From an optimization exercise on the open Yosys and OpenROAD flow, aimed at small area, a short achievable clock period and few clock cycles per item; shortcuts taken in it are not production practice.
At most, simulation tests tie the RTL to the original design; equivalence was not proved.

==> flow/design.v (excerpt) <==
module led_serial
   (
    clk,
    reset,
    keyi,
    datai,
    dataq,
    start,
    done);
   input          clk;
   input          reset;
   input  [127:0] keyi;
   input  [63:0]  datai;
   output [63:0]  dataq;
   input          start;
   output         done;
   reg  [63:0] state;
   reg  [5:0]  rc;      
   reg  [1:0]  cnt;     
   reg         ksel;    
   reg         busy;
   reg         done_r;  
   wire last = (rc == 6'h09);
   wire [63:0] s;
   wire [63:0] t;
   genvar i, r, c;
   generate
      for (i = 0; i < 16; i = i + 1) begin : g_sb
         led_sbox u_sb (.x(state[63-4*i -: 4]), .y(s[63-4*i -: 4]));
      end
      for (r = 0; r < 4; r = r + 1) begin : g_sr_r
         for (c = 0; c < 4; c = c + 1) begin : g_sr_c
            assign t[63-4*(r*4+c) -: 4] = s[63-4*(r*4 + (c+r)%4) -: 4];
         end
      end
   endgenerate
   wire [63:0] mc;
   generate
      for (c = 0; c < 4; c = c + 1) begin : g_mc
         wire [15:0] o;
         led_mcol u_mc (.i({t[63-4*c -: 4], t[63-4*(4+c) -: 4],
                            t[63-4*(8+c) -: 4], t[63-4*(12+c) -: 4]}), .o(o));
         assign mc[63-4*c -: 4]      = o[15:12];
         assign mc[63-4*(4+c) -: 4]  = o[11:8];
         assign mc[63-4*(8+c) -: 4]  = o[7:4];
         assign mc[63-4*(12+c) -: 4] = o[3:0];
      end
   endgenerate
  ...
Size in the first run: roughly 830 cells after synthesis, roughly 75 flip-flops, roughly 260 I/O pins.
clock: 10.0 ns
lec_check: 0
cap_margin: 20
core_margin: 2
core_utilization: 40
cts_buf_list: sky130_fd_sc_hd__clkbuf_8
place_density: 0.6
slew_margin: 20
standard.sh (not shown) runs the stock make flow with config.mk's settings and CLKGATE_MAP_FILE= SYNTH_SCRIPT=/design/flow/synth_recipe.tcl, a recipe that flattens the netlist after the stock synthesis.
==> flow/flow/run.sh <==
#!/bin/bash
# Layout flow: the standard flow, with two changes.
#  1. Synthesis maps the logic with the ABC script flow/abc.script in place of
#     ORFS's abc_speed.script (same Yosys script, registers untouched).
#  2. The ports are buffered by the smallest buffer, sky130_fd_sc_hd__buf_1,
#     instead of the one buffer_ports picks by default.
set -euo pipefail
here=$(pwd)
rm -rf "$here/scripts_abc"
cp -r "$FLOW_HOME/scripts" "$here/scripts_abc"
cp "$here/flow/abc.script" "$here/scripts_abc/abc_speed.script"
bash standard.sh "SCRIPTS_DIR=$here/scripts_abc" synth > synth.log 2>&1
bash standard.sh "BUFFER_PORTS_ARGS=-buffer_cell sky130_fd_sc_hd__buf_1" SETUP_SLACK_MARGIN=6.95 TNS_END_PERCENT=0 SETUP_MOVE_SEQUENCE=sizeup,swap finish > layout.log 2>&1
==> flow/flow/abc.script <==
&get -n
&st
&deepsyn -T 60
&dch
&nf -R 20
&put
The starting point produced a clean layout.
Testbench counts at the start, summed over its fixed seeds: cycles 2,352, items 48.
Edit:
--- a/flow/flow/run.sh
+++ b/flow/flow/run.sh
@@ -13 +13 @@
-bash standard.sh "BUFFER_PORTS_ARGS=-buffer_cell sky130_fd_sc_hd__buf_1" SETUP_SLACK_MARGIN=6.95 TNS_END_PERCENT=0 SETUP_MOVE_SEQUENCE=sizeup,swap finish > layout.log 2>&1
+bash standard.sh "BUFFER_PORTS_ARGS=-buffer_cell sky130_fd_sc_hd__buf_1" finish > layout.log 2>&1
--- a/flow/config.mk
+++ b/flow/config.mk
@@ -10 +10 @@
-export CORE_UTILIZATION = 40
+export CORE_UTILIZATION = 60
@@ -12 +12 @@
-export PLACE_DENSITY = 0.6
+export PLACE_DENSITY = 0.8
Die area came out lower by 32%; hold slack improves by 0.013 ns; clock-buffer cell count increases by 1; setup slack loses 0.060 ns; cell area is lower by 1.8%; fmax fell by 1.9%.
Edit:
--- a/flow/flow/run.sh
+++ b/flow/flow/run.sh
@@ -13 +13 @@
-bash standard.sh "BUFFER_PORTS_ARGS=-buffer_cell sky130_fd_sc_hd__buf_1" finish > layout.log 2>&1
+bash standard.sh "BUFFER_PORTS_ARGS=-buffer_cell sky130_fd_sc_hd__buf_1" SETUP_SLACK_MARGIN=7.0 TNS_END_PERCENT=0 finish > layout.log 2>&1
==> flow/flow/abc.script (replaced) <==
&get -n
&st
&deepsyn -T 60
&dch
&nf
&put
--- a/flow/config.mk
+++ b/flow/config.mk
@@ -10,3 +10,2 @@
-export CORE_UTILIZATION = 60
-export CTS_BUF_LIST = sky130_fd_sc_hd__clkbuf_8
-export PLACE_DENSITY = 0.8
+export CORE_UTILIZATION = 40
+export PLACE_DENSITY = 0.6
Effect:
- global-route usage falls by 7.9 points
- critical path depth falls by 8
- first-iteration DRC count is lower by 32%
- setup slack improves by 0.11 ns
Edit:
==> flow/run.sh (new file) <==
#!/bin/bash
# synth_recipe.tcl (not shown) runs the flow's synth.tcl, then flattens the netlist and writes it again
# the make line also repeats each setting of config.mk as NAME=value (left out here)
make -C /OpenROAD-flow-scripts/flow DESIGN_CONFIG=/design/flow/config.mk WORK_HOME=/design/flow/orfs CLKGATE_MAP_FILE= SYNTH_SCRIPT=/design/flow/synth_recipe.tcl finish
removed: flow/flow/run.sh
removed: flow/flow/abc.script
removed: flow/standard.sh
=> The changed run finished with timing, DRC and antenna clean; die area came out higher by about 15%; worst setup slack gets worse by 0.59 ns; area after synthesis rises by 15%; final cell count rose by about 6%; worst hold slack stays flat; cell area increases by about 21%; clock-buffer cell count does not change.
Edit:
==> flow/flow/run.sh (new file) <==
#!/bin/bash
# Layout flow: the standard flow, with two changes.
#  1. Synthesis maps the logic with the ABC script flow/abc.script in place of
#     ORFS's abc_speed.script (same Yosys script, registers untouched).
#  2. The ports are buffered by the smallest buffer, sky130_fd_sc_hd__buf_1,
#     instead of the one buffer_ports picks by default.
set -euo pipefail
here=$(pwd)
rm -rf "$here/scripts_abc"
cp -r "$FLOW_HOME/scripts" "$here/scripts_abc"
cp "$here/flow/abc.script" "$here/scripts_abc/abc_speed.script"
bash standard.sh "SCRIPTS_DIR=$here/scripts_abc" synth > synth.log 2>&1
bash standard.sh "BUFFER_PORTS_ARGS=-buffer_cell sky130_fd_sc_hd__buf_1" SETUP_SLACK_MARGIN=7.2 finish > layout.log 2>&1
==> flow/flow/abc.script (new file) <==
&get -n
&st
&deepsyn -T 60
&dch
&nf
&put
==> flow/standard.sh (new file) <==
#!/bin/bash
# synth_recipe.tcl (not shown) runs the flow's synth.tcl, then flattens the netlist and writes it again
# the make line also repeats each setting of config.mk as NAME=value (left out here)
make -C /OpenROAD-flow-scripts/flow DESIGN_CONFIG=/design/flow/config.mk WORK_HOME=/design/flow/orfs CLKGATE_MAP_FILE= SYNTH_SCRIPT=/design/flow/synth_recipe.tcl "${@:-finish}"
removed: flow/run.sh
=>
- final cell count rises by 4.8%
- non-clock buffer count rises by 174
- flip-flop and latch count stays the same
- wire length rises by 4.3%
- design area rises by 1.2%


== run A ==
led_serial again, from the RTL that the note above started with.
Design led_serial, start of the top module:
module led_serial
   (
    clk,
    reset,
    keyi,
    datai,
    dataq,
    start,
    done);
clock: 10.0 ns
lec_check: 0
cap_margin: 20
core_margin: 2
core_utilization: 40
cts_buf_list: sky130_fd_sc_hd__clkbuf_8
place_density: 0.6
slew_margin: 20
==> flow/flow/run.sh <==
#!/bin/bash
# Layout flow: the standard flow, with two changes.
#  1. Synthesis maps the logic with the ABC script flow/abc.script in place of
#     ORFS's abc_speed.script (same Yosys script, registers untouched).
#  2. The ports are buffered by the smallest buffer, sky130_fd_sc_hd__buf_1,
#     instead of the one buffer_ports picks by default.
set -euo pipefail
here=$(pwd)
rm -rf "$here/scripts_abc"
cp -r "$FLOW_HOME/scripts" "$here/scripts_abc"
cp "$here/flow/abc.script" "$here/scripts_abc/abc_speed.script"
bash standard.sh "SCRIPTS_DIR=$here/scripts_abc" synth > synth.log 2>&1
bash standard.sh "BUFFER_PORTS_ARGS=-buffer_cell sky130_fd_sc_hd__buf_1" finish > layout.log 2>&1
==> flow/flow/abc.script <==
&get -n
&st
&deepsyn -T 60
&dch
&nf -R 25
&put
Run A ran to completion and came out clean on the timing, design-rule and antenna checks.
Testbench counts of run A, summed over its fixed seeds: cycles 2,352, items 48.
The following lists how run B was set up differently from run A:
==> flow/flow/abc.script <==
&get -n
&st
&deepsyn -T 60
&dch
&nf -R 20
&put
buffer -c
topo
stime -c
upsize -c
dnsize -c
The final reports for run B and run A show global-route wire length before repair higher in the former. Density: run B sparser than run A. Run B vs. run A: register-to-register path setup slack was more or less identical, global-route usage went up. On final critical-path setup slack: between run A and run B, it ends up higher for run B.
#### Input delta (run C over run B)
==> flow/flow/abc.script <==
&get -n
&st
&deepsyn -T 60
&dch
&nf -R 10
&put
Run C vs. run B: headroom to the max-slew limit went up by 1.6 points. Delta (run C minus run B): net count of the mapped netlist now smaller, total of clock buffers placed in the layout comparable, final cycle utilization of the critical path now smaller. Run C ends up with higher count of plain and timing-repair buffers than run B does. Global-route track usage on met2 in run C is 1.3 points lower than in run B. Both conditions hold for run C: the flow ran to the end and the final layout passed the timing, design-rule and antenna checks. Relative to run B, combined global-route utilization of all metal layers has decreased by 1.5 points in run C. Sort run C and run B by logic depth of the worst setup path including buffers desc -> top: run C. When run C is set beside run B, its utilization after layout turns out to be 1.4 points larger. On proportion of final cell area spent on non-clock buffers, run C and run B are neck and neck.
### run C -> run D
-- flow/flow/run.sh --
<<< run C, line 11
cp "$here/flow/abc.script" "$here/scripts_abc/abc_speed.script"
bash standard.sh "SCRIPTS_DIR=$here/scripts_abc" synth > synth.log 2>&1
bash standard.sh "BUFFER_PORTS_ARGS=-buffer_cell sky130_fd_sc_hd__buf_1" finish > layout.log 2>&1
>>> run D, line 11
cp "$here/flow/abc.script" "$here/scripts_abc/abc_speed.script"
bash standard.sh "SCRIPTS_DIR=$here/scripts_abc" synth > synth.log 2>&1
bash standard.sh "BUFFER_PORTS_ARGS=-buffer_cell sky130_fd_sc_hd__buf_1" SETUP_SLACK_MARGIN=6.8 TNS_END_PERCENT=0 finish > layout.log 2>&1
==> flow/flow/abc.script <==
&get -n
&st
&deepsyn -T 60
&dch
&nf
&put
-- flow/config.mk --
<<< run C, line 9
export CORE_MARGIN = 2
export CORE_UTILIZATION = 40
export CTS_BUF_LIST = sky130_fd_sc_hd__clkbuf_8
export PLACE_DENSITY = 0.6
export SLEW_MARGIN = 20
>>> run D, line 9
export CORE_MARGIN = 2
export CORE_UTILIZATION = 40
export PLACE_DENSITY = 0.6
export SLEW_MARGIN = 20
## What came out
- Number of global-route vias before repair: lower on run C
- Changes observed in run D relative to run C: global-route wire length before repair shows an increase of about 1.8%.
Edits applied to the flow inputs when going from run D to run E:
==> flow/flow/run.sh <==
#!/bin/bash
# Layout flow: the standard flow, with three changes.
#  1. Synthesis maps the logic with the ABC script flow/abc.script in place of
#     ORFS's abc_speed.script (same Yosys script, registers untouched).
#  2. The ports are buffered by the smallest buffer, sky130_fd_sc_hd__buf_1,
#     instead of the one buffer_ports picks by default.
#  3. The resizer's setup repair aims at 6.95 ns of slack on the worst path
#     only (TNS_END_PERCENT=0), by upsizing gates and swapping pins (no new
#     buffers). The SDC and the clock period are the standard flow's, unchanged.
# Each step writes its full output to a log file of its own here.
set -euo pipefail
here=$(pwd)
rm -rf "$here/scripts_abc"
cp -r "$FLOW_HOME/scripts" "$here/scripts_abc"
cp "$here/flow/abc.script" "$here/scripts_abc/abc_speed.script"
bash standard.sh "SCRIPTS_DIR=$here/scripts_abc" synth > synth.log 2>&1
bash standard.sh "BUFFER_PORTS_ARGS=-buffer_cell sky130_fd_sc_hd__buf_1" SETUP_SLACK_MARGIN=6.95 TNS_END_PERCENT=0 SETUP_MOVE_SEQUENCE=sizeup,swap finish > layout.log 2>&1
==> flow/flow/abc.script <==
&get -n
&st
&deepsyn -T 60
&dch
&nf -R 20
&put
Notes after the runs:
- Sort run E and run D by number of filler cells placed in the layout desc -> top: run E
- Run E went all the way through the flow, and no timing, DRC or antenna check failed.
- Run E reports its type of the worst setup path as reg2out while run D reports reg2reg.
- Per the comparison of run E with run D, mux contribution to synthesized area lost 0.52 points, wire length of the first global-routing pass picked up an extra 2.1%.
The following lists how run F was set up differently from run E:
==> flow/flow/run.sh <==
#!/bin/bash
# Layout flow: the standard flow, with two changes.
#  1. Synthesis maps the logic with the ABC script flow/abc.script in place of
#     ORFS's abc_speed.script (same Yosys script, registers untouched).
#  2. The ports are buffered by the smallest buffer, sky130_fd_sc_hd__buf_1,
#     instead of the one buffer_ports picks by default.
set -euo pipefail
here=$(pwd)
rm -rf "$here/scripts_abc"
cp -r "$FLOW_HOME/scripts" "$here/scripts_abc"
cp "$here/flow/abc.script" "$here/scripts_abc/abc_speed.script"
bash standard.sh "SCRIPTS_DIR=$here/scripts_abc" synth > synth.log 2>&1
bash standard.sh "BUFFER_PORTS_ARGS=-buffer_cell sky130_fd_sc_hd__buf_1" finish > layout.log 2>&1
==> flow/flow/abc.script <==
&get -n
&st
&deepsyn -T 60
&dch
&nf -p -R 50
&put
-- flow/config.mk --
<<< run E, line 9
export CORE_MARGIN = 2
export CORE_UTILIZATION = 40
export PLACE_DENSITY = 0.6
export SLEW_MARGIN = 20
>>> run F, line 9
export CORE_MARGIN = 2
export CORE_UTILIZATION = 40
export CTS_BUF_LIST = sky130_fd_sc_hd__clkbuf_8
export PLACE_DENSITY = 0.6
export SLEW_MARGIN = 20
==> run notes <==
Run E and run F all finish clean.
The faster design of the two is run E; run F tops out lower.
Run F has largest net degree at the start of global routing above what run E had.
There was hardly any difference in area of the die between run E and run F.


led_serial, a different RTL version from the one above (not shown whole).
Size: about 7700 sq um of cells after synthesis.
export LEC_CHECK = 0
export CAP_MARGIN = 20
export CORE_MARGIN = 2
export CORE_UTILIZATION = 40
export PLACE_DENSITY = 0.6
export SLEW_MARGIN = 20
create_clock -name core_clock -period 10.0 [get_ports {clk}]
==> flow/flow/run.sh <==
#!/bin/bash
# Layout flow: the standard flow, with two changes.
#  1. Synthesis maps the logic with the ABC script flow/abc.script in place of
#     ORFS's abc_speed.script (same Yosys script, registers untouched).
#  2. The ports are buffered by the smallest buffer, sky130_fd_sc_hd__buf_1,
#     instead of the one buffer_ports picks by default.
set -euo pipefail
here=$(pwd)
rm -rf "$here/scripts_abc"
cp -r "$FLOW_HOME/scripts" "$here/scripts_abc"
cp "$here/flow/abc.script" "$here/scripts_abc/abc_speed.script"
bash standard.sh "SCRIPTS_DIR=$here/scripts_abc" synth > synth.log 2>&1
bash standard.sh "BUFFER_PORTS_ARGS=-buffer_cell sky130_fd_sc_hd__buf_1" SETUP_SLACK_MARGIN=6.6 TNS_END_PERCENT=0 finish > layout.log 2>&1
==> flow/flow/abc.script <==
&get -n
&st
&deepsyn -T 60
&dch
&nf
&put
==> next run, changes <==
--- a/flow/flow/run.sh
+++ b/flow/flow/run.sh
@@ -11,3 +11,3 @@
 cp "$here/flow/abc.script" "$here/scripts_abc/abc_speed.script"
 bash standard.sh "SCRIPTS_DIR=$here/scripts_abc" synth > synth.log 2>&1
-bash standard.sh "BUFFER_PORTS_ARGS=-buffer_cell sky130_fd_sc_hd__buf_1" SETUP_SLACK_MARGIN=6.6 TNS_END_PERCENT=0 finish > layout.log 2>&1
+bash standard.sh "BUFFER_PORTS_ARGS=-buffer_cell sky130_fd_sc_hd__buf_1" finish > layout.log 2>&1
- CTS_BUF_LIST: default -> sky130_fd_sc_hd__clkbuf_8
The new run produced a clean layout.
Flip-flop and latch count stays the same.
Count of clock-buffer cells in the layout is unchanged.
Die area came out lower by 3.5%.
==> next run, changes <==
- CTS_BUF_LIST: sky130_fd_sc_hd__clkbuf_8 -> default
- SYNTH_HIERARCHICAL: default -> 1
Result:
- cell area climbs by 2.3%
- synthesized area rose by 6.8%
- worst setup slack is better by 350 ps
- clock-buffer cell count went up by 4
- global-route usage went down by 1.8 points
- wire length falls by 0.55%
- die area goes up by 6.7%
==> next run, changes <==
--- a/flow/flow/run.sh
+++ b/flow/flow/run.sh
@@ -11,3 +11,3 @@
 cp "$here/flow/abc.script" "$here/scripts_abc/abc_speed.script"
 bash standard.sh "SCRIPTS_DIR=$here/scripts_abc" synth > synth.log 2>&1
-bash standard.sh "BUFFER_PORTS_ARGS=-buffer_cell sky130_fd_sc_hd__buf_1" finish > layout.log 2>&1
+bash standard.sh "BUFFER_PORTS_ARGS=-buffer_cell sky130_fd_sc_hd__buf_1" SETUP_SLACK_MARGIN=6.9 TNS_END_PERCENT=0 finish > layout.log 2>&1
- SYNTH_HIERARCHICAL: 1 -> default
Result: The new run went through all stages and came out clean. Non-clock buffer count increases by 7. Sequential share of layout area decreases by 0.86 points. Register-to-register slack improves by 240 ps. Synthesized cell count decreases by 3.4%.
No functional check of the RTL was part of any run of this note.

## separate check: timing with driven ports
No port has a modelled driver above. Below, the same layouts with a new extraction and two added sets of constraints. Step 1 (the two cells are an assumption about what drives the block):
set clk [get_ports {clk}]
set_driving_cell -lib_cell sky130_fd_sc_hd__clkbuf_16 $clk
set_driving_cell -lib_cell sky130_fd_sc_hd__buf_2 [delete_from_list [all_inputs] $clk]
Step 2 adds t to the input delays and takes it off the output delays; t is the mean of the earliest and latest rising clock arrival at the registers after step 1. Input paths then give back, and output paths get back, about the clock's delay inside the block. Three values: no drivers, after step 1, after step 2; two values: the first two.
run	t, ns	setup WS [ns]	hold WS [ns]	worst setup path at the end
the first run of note 1	0.406	6.882 / 6.847 / 6.694	0.426 / 0.426 / 0.426	input to register
the second run of note 1	0.392	6.822 / 6.822 / 6.751	0.439 / 0.439 / 0.439	input to register
the third run of note 1	0.383	6.931 / 6.889 / 6.704	0.426 / 0.426 / 0.426	input to register
the fourth run of note 1	0.390	6.346 / 6.302 / 6.260	0.425 / 0.425 / 0.425	input to register
the fifth run of note 1	0.389	6.976 / 6.934 / 6.937	0.432 / 0.432 / 0.432	input to register
run A	0.413	6.611 / 6.611 / 6.611	0.434 / 0.434 / 0.434	register to register
run B	0.405	6.626 / 6.626 / 6.626	0.436 / 0.436 / 0.436	register to register
run C	0.398	6.793 / 6.793 / 6.674	0.449 / 0.449 / 0.449	input to register
run D	0.383	6.824 / 6.824 / 6.698	0.426 / 0.426 / 0.426	input to register
run E	0.387	6.918 / 6.871 / 6.688	0.423 / 0.423 / 0.423	input to register
run F	0.412	6.707 / 6.707 / 6.707	0.431 / 0.431 / 0.431	input to register
the first run of note 3	0.397	6.611 / 6.618 / 6.221	0.420 / 0.420 / 0.420	input to register
the second run of note 3	0.407	5.871 / 5.885 / 5.478	0.433 / 0.433 / 0.433	input to register
the third run of note 3	0.391	6.219 / 6.232 / 5.841	0.422 / 0.422 / 0.422	input to register
the fourth run of note 3	0.401	6.720 / 6.680 / 6.278	0.420 / 0.420 / 0.420	input to register
After both steps every run listed still meets setup and hold. The setup slack of the fourth run of note 3, which loses most, moves by -0.040 ns with the drivers and by -0.442 ns with both steps.
